Background: an optimization exercise with open tools, aiming at small area, a short achievable clock period and few clock cycles per item. Do not read the settings as production practice. Power is estimated from default activity; no workload was simulated.

==> inputs of maple <==
==> flow/design.v (excerpt) <==
module simple_modular_adder(a,b,clk,rst,out,done);
input [255:0] a,b;
input clk,rst;
output [255:0] out;
output done;
wire [254:6] hs;
wire [62:0] bg, bp, pg, pp;
wire [5:0] l0, l1;
wire c0, c1;
ma_low u_low(.a(a[4:0]), .b(b[4:0]), .x5(a[5] ^ b[5]), .l0(l0), .l1(l1), .c0(c0), .c1(c1));
ma_blk4 u_a0(.a(a[9:6]), .b(b[9:6]), .al(a[5]), .bl(b[5]), .hs(hs[9:6]), .bg(bg[0]), .bp(bp[0]));
ma_blk4 u_a1(.a(a[13:10]), .b(b[13:10]), .al(a[9]), .bl(b[9]), .hs(hs[13:10]), .bg(bg[1]), .bp(bp[1]));
ma_blk4 u_a2(.a(a[17:14]), .b(b[17:14]), .al(a[13]), .bl(b[13]), .hs(hs[17:14]), .bg(bg[2]), .bp(bp[2]));
ma_blk4 u_a3(.a(a[21:18]), .b(b[21:18]), .al(a[17]), .bl(b[17]), .hs(hs[21:18]), .bg(bg[3]), .bp(bp[3]));
ma_blk4 u_a4(.a(a[25:22]), .b(b[25:22]), .al(a[21]), .bl(b[21]), .hs(hs[25:22]), .bg(bg[4]), .bp(bp[4]));
ma_blk4 u_a5(.a(a[29:26]), .b(b[29:26]), .al(a[25]), .bl(b[25]), .hs(hs[29:26]), .bg(bg[5]), .bp(bp[5]));
ma_blk4 u_a6(.a(a[33:30]), .b(b[33:30]), .al(a[29]), .bl(b[29]), .hs(hs[33:30]), .bg(bg[6]), .bp(bp[6]));
ma_blk4 u_a7(.a(a[37:34]), .b(b[37:34]), .al(a[33]), .bl(b[33]), .hs(hs[37:34]), .bg(bg[7]), .bp(bp[7]));
ma_blk4 u_a8(.a(a[41:38]), .b(b[41:38]), .al(a[37]), .bl(b[37]), .hs(hs[41:38]), .bg(bg[8]), .bp(bp[8]));
ma_blk4 u_a9(.a(a[45:42]), .b(b[45:42]), .al(a[41]), .bl(b[41]), .hs(hs[45:42]), .bg(bg[9]), .bp(bp[9]));
  ...
==> module ma_blk1, before the edit <==
module ma_blk1(a, b, al, bl, hs, bg, bp);
  input [0:0] a, b;
  input al, bl;
  output [0:0] hs;
  output bg, bp;
  wire [1:0] c;
  assign c[0] = al & bl;
  assign hs[0] = a[0] ^ b[0] ^ c[0];
  assign c[1] = (a[0] & b[0]) | (c[0] & (a[0] ^ b[0]));
  wire ge = a[0] & b[0];
  assign bg = c[1] & ~ge;
  assign bp = (&hs) & ~(c[1] ^ ge);
endmodule
==> module ma_blk4, before the edit <==
module ma_blk4(a, b, al, bl, hs, bg, bp);
  input [3:0] a, b;
  input al, bl;
  output [3:0] hs;
  output bg, bp;
  wire [4:0] c;
  assign c[0] = al & bl;
  assign hs[0] = a[0] ^ b[0] ^ c[0];
  assign c[1] = (a[0] & b[0]) | (c[0] & (a[0] ^ b[0]));
  assign hs[1] = a[1] ^ b[1] ^ c[1];
  assign c[2] = (a[1] & b[1]) | (c[1] & (a[1] ^ b[1]));
  assign hs[2] = a[2] ^ b[2] ^ c[2];
  assign c[3] = (a[2] & b[2]) | (c[2] & (a[2] ^ b[2]));
  assign hs[3] = a[3] ^ b[3] ^ c[3];
  assign c[4] = (a[3] & b[3]) | (c[3] & (a[3] ^ b[3]));
  wire ge = a[3] & b[3];
  assign bg = c[4] & ~ge;
  assign bp = (&hs) & ~(c[4] ^ ge);
endmodule
==> flow/config.mk <==
export PLATFORM = sky130hd
export DESIGN_NAME = simple_modular_adder
export DESIGN_NICKNAME = simple_modular_adder
export VERILOG_FILES = /design/flow/design.v
export SDC_FILE = /design/flow/constraint.sdc
export NUM_CORES = 4
export LEC_CHECK = 0
export CAP_MARGIN = 20
export CORE_MARGIN = 2
export CORE_UTILIZATION = 40
export SETUP_SLACK_MARGIN = 2.0
export SLEW_MARGIN = 20
export SYNTH_HIERARCHICAL = 1
==> flow/constraint.sdc <==
create_clock -name core_clock -period 5.0 [get_ports {clk}]
set_input_delay 1.0000 -clock core_clock [delete_from_list [all_inputs] [get_ports {clk}]]
set_output_delay 1.0000 -clock core_clock [all_outputs]
set_load 0.01 [all_outputs]
standard.sh (not shown) runs the stock make flow with config.mk's settings and CLKGATE_MAP_FILE= SYNTH_SCRIPT=/design/flow/synth_recipe.tcl, a recipe that flattens the netlist after the stock synthesis.
==> flow/flow/run.sh <==
#!/bin/bash
# Layout flow: the standard ORFS flow (standard.sh, run on a config that includes
# the standard flow's config.mk) with two changes:
#  - the port buffers are the smallest plain buffer, sky130_fd_sc_hd__buf_1, instead of
#    the delay cell buffer_ports picks by default;
#  - (adder cells are mapped as in the standard flow)
#  - slow cells with long PMOS stacks (3- and 4-input OR/NOR and some complex gates) are
#    added to the don't-use list.
# Registers are untouched: they come from the standard synthesis.
set -euo pipefail
here=$(pwd)
cat > own.mk <<EOM
include $here/config.mk
export BUFFER_PORTS_ARGS = -buffer_cell sky130_fd_sc_hd__buf_1
export DONT_USE_CELLS = sky130_fd_sc_hd__nor3_1 sky130_fd_sc_hd__nor3_2 sky130_fd_sc_hd__nor3_4 sky130_fd_sc_hd__nor3b_1 sky130_fd_sc_hd__nor3b_2 sky130_fd_sc_hd__nor3b_4 sky130_fd_sc_hd__nor4_1 sky130_fd_sc_hd__nor4_2 sky130_fd_sc_hd__nor4_4 sky130_fd_sc_hd__nor4b_1 sky130_fd_sc_hd__nor4b_2 sky130_fd_sc_hd__nor4b_4 sky130_fd_sc_hd__nor4bb_1 sky130_fd_sc_hd__nor4bb_2 sky130_fd_sc_hd__nor4bb_4 sky130_fd_sc_hd__or3_1 sky130_fd_sc_hd__or3_2 sky130_fd_sc_hd__or3_4 sky130_fd_sc_hd__or3b_1 sky130_fd_sc_hd__or3b_2 sky130_fd_sc_hd__or3b_4 sky130_fd_sc_hd__or4_1 sky130_fd_sc_hd__or4_2 sky130_fd_sc_hd__or4_4 sky130_fd_sc_hd__or4b_1 sky130_fd_sc_hd__or4b_2 sky130_fd_sc_hd__or4b_4 sky130_fd_sc_hd__or4bb_1 sky130_fd_sc_hd__or4bb_2 sky130_fd_sc_hd__or4bb_4  sky130_fd_sc_hd__a2111o_1 sky130_fd_sc_hd__a2111o_2 sky130_fd_sc_hd__a2111o_4 sky130_fd_sc_hd__a2111oi_0 sky130_fd_sc_hd__a2111oi_1 sky130_fd_sc_hd__a2111oi_2 sky130_fd_sc_hd__a2111oi_4 sky130_fd_sc_hd__a222oi_1 sky130_fd_sc_hd__a2bb2o_1 sky130_fd_sc_hd__a2bb2o_2 sky130_fd_sc_hd__a2bb2o_4 sky130_fd_sc_hd__a2bb2oi_1 sky130_fd_sc_hd__a2bb2oi_2 sky130_fd_sc_hd__a2bb2oi_4 sky130_fd_sc_hd__a311o_1 sky130_fd_sc_hd__a311o_2 sky130_fd_sc_hd__a311o_4 sky130_fd_sc_hd__a311oi_1 sky130_fd_sc_hd__a311oi_2 sky130_fd_sc_hd__a311oi_4 sky130_fd_sc_hd__a32o_1 sky130_fd_sc_hd__a32o_2 sky130_fd_sc_hd__a32o_4 sky130_fd_sc_hd__a32oi_1 sky130_fd_sc_hd__a32oi_2 sky130_fd_sc_hd__a32oi_4 sky130_fd_sc_hd__a41o_1 sky130_fd_sc_hd__a41o_2 sky130_fd_sc_hd__a41o_4 sky130_fd_sc_hd__a41oi_1 sky130_fd_sc_hd__a41oi_2 sky130_fd_sc_hd__a41oi_4 sky130_fd_sc_hd__o2111a_1 sky130_fd_sc_hd__o2111a_2 sky130_fd_sc_hd__o2111a_4 sky130_fd_sc_hd__o2111ai_1 sky130_fd_sc_hd__o2111ai_2 sky130_fd_sc_hd__o2111ai_4 sky130_fd_sc_hd__o2bb2a_1 sky130_fd_sc_hd__o2bb2a_2 sky130_fd_sc_hd__o2bb2a_4 sky130_fd_sc_hd__o2bb2ai_1 sky130_fd_sc_hd__o2bb2ai_2 sky130_fd_sc_hd__o2bb2ai_4 sky130_fd_sc_hd__o311a_1 sky130_fd_sc_hd__o311a_2 sky130_fd_sc_hd__o311a_4 sky130_fd_sc_hd__o311ai_0 sky130_fd_sc_hd__o311ai_1 sky130_fd_sc_hd__o311ai_2 sky130_fd_sc_hd__o311ai_4 sky130_fd_sc_hd__o32a_1 sky130_fd_sc_hd__o32a_2 sky130_fd_sc_hd__o32a_4 sky130_fd_sc_hd__o32ai_1 sky130_fd_sc_hd__o32ai_2 sky130_fd_sc_hd__o32ai_4 sky130_fd_sc_hd__o41a_1 sky130_fd_sc_hd__o41a_2 sky130_fd_sc_hd__o41a_4 sky130_fd_sc_hd__o41ai_1 sky130_fd_sc_hd__o41ai_2 sky130_fd_sc_hd__o41ai_4 
EOM
sed "s#DESIGN_CONFIG=[^ ]*#DESIGN_CONFIG=$here/own.mk#" standard.sh > own.sh
bash own.sh > standard.log 2>&1
==> cedar (differences from maple) <==
--- a/flow/design.v
+++ b/flow/design.v
@@ -9,7 +9,7 @@
   assign c[1] = (a[0] & b[0]) | (c[0] & (a[0] ^ b[0]));
   wire ge = a[0] & b[0];
   assign bg = c[1] & ~ge;
-  assign bp = (&hs) & ~(c[1] ^ ge);
+  assign bp = &hs;
 endmodule
 module mb_blk1(hs, cb, r);
   input [0:0] hs;
@@ -34,7 +34,7 @@
   assign c[4] = (a[3] & b[3]) | (c[3] & (a[3] ^ b[3]));
   wire ge = a[3] & b[3];
   assign bg = c[4] & ~ge;
-  assign bp = (&hs) & ~(c[4] ^ ge);
+  assign bp = &hs;
 endmodule
 module mb_blk4(hs, cb, r);
   input [3:0] hs;
==> report_table.html <==
<table>
<tr><th>Metric</th><th>Value</th></tr>
<tr><th colspan="2">Detailed routing</th></tr>
<tr><td>Total met3 wirelength after detailed routing</td><td>4410 um</td></tr>
<tr><td>Amount of wire on met2 after detailed routing</td><td>37200 um</td></tr>
<tr><th colspan="2">Power</th></tr>
<tr><td>Flip-flop and latch power</td><td>0.00661 W</td></tr>
<tr><td>Switching Share</td><td>0.278</td></tr>
<tr><th colspan="2">Yosys</th></tr>
<tr><td>Post-synth top cells</td><td>647 x dfxtp_1, 194 x ha_1, 187 x fa_1, 129 x buf_4, 127 x xnor2_1</td></tr>
<tr><th colspan="2">Critical path</th></tr>
<tr><td>Maximum fanout along the worst path</td><td>7</td></tr>
<tr><td>Classification of the worst setup path</td><td>reg -&gt; reg</td></tr>
<tr><th colspan="2">GRT</th></tr>
<tr><td>Met2 Track Usage GR</td><td>0.382</td></tr>
<tr><th colspan="2">CTS</th></tr>
<tr><td>Number of CTS-inserted buffers</td><td>between 60 and 70</td></tr>
<tr><th colspan="2">Run status</th></tr>
<tr><td>Status</td><td>finished clean</td></tr>
</table>
The numbers above come from cedar.

==> report_table.html <==
<table>
<tr><th>Metric</th><th>Value</th></tr>
<tr><th colspan="2">Power</th></tr>
<tr><td>Flip-flop and latch power</td><td>0.00658 W</td></tr>
<tr><td>Switching Share</td><td>0.282</td></tr>
<tr><th colspan="2">GRT</th></tr>
<tr><td>Met2 Track Usage GR</td><td>0.355</td></tr>
<tr><th colspan="2">Critical path</th></tr>
<tr><td>Maximum fanout along the worst path</td><td>3</td></tr>
<tr><th colspan="2">Run status</th></tr>
<tr><td>Status</td><td>finished clean</td></tr>
<tr><th colspan="2">Yosys</th></tr>
<tr><td>Post-synth top cells</td><td>647 x dfxtp_1, 322 x inv_1, 194 x ha_1, 187 x fa_1, 128 x buf_4</td></tr>
</table>
The numbers above come from maple.

No functional check of the RTL was part of any run of this note.

## separate check: timing with driven ports
The results above use ideal ports. As a check the final layouts listed here were re-extracted and re-timed, cells and wires unchanged. Step 1: set_driving_cell puts a clkbuf_16 on clk and a buf_2 on each other input, an assumption about the parent block. Step 2 adds t to the input delays and takes it off the output delays; t is the mean of the earliest and latest rising clock arrival at the registers after step 1. Input paths then give back, and output paths get back, about the clock's delay inside the block. a / b / c = no drivers / after step 1 / after step 2; a / b = the first two.
run	t, ns	setup slack, ns	worst hold slack (ns)	worst setup path at the end	worst data-port slew with drivers (ns)
maple	0.643	2.187 / 2.216 / 1.574	0.399 / 0.399 / 0.399	input to register	0.12
cedar	0.644	2.086 / 2.086 / 1.583	0.426 / 0.426 / 0.426	input to register	0.09
After both steps every run listed still meets setup and hold. The setup slack of maple, which loses most, moves by +0.029 ns with the drivers and by -0.613 ns with both steps.
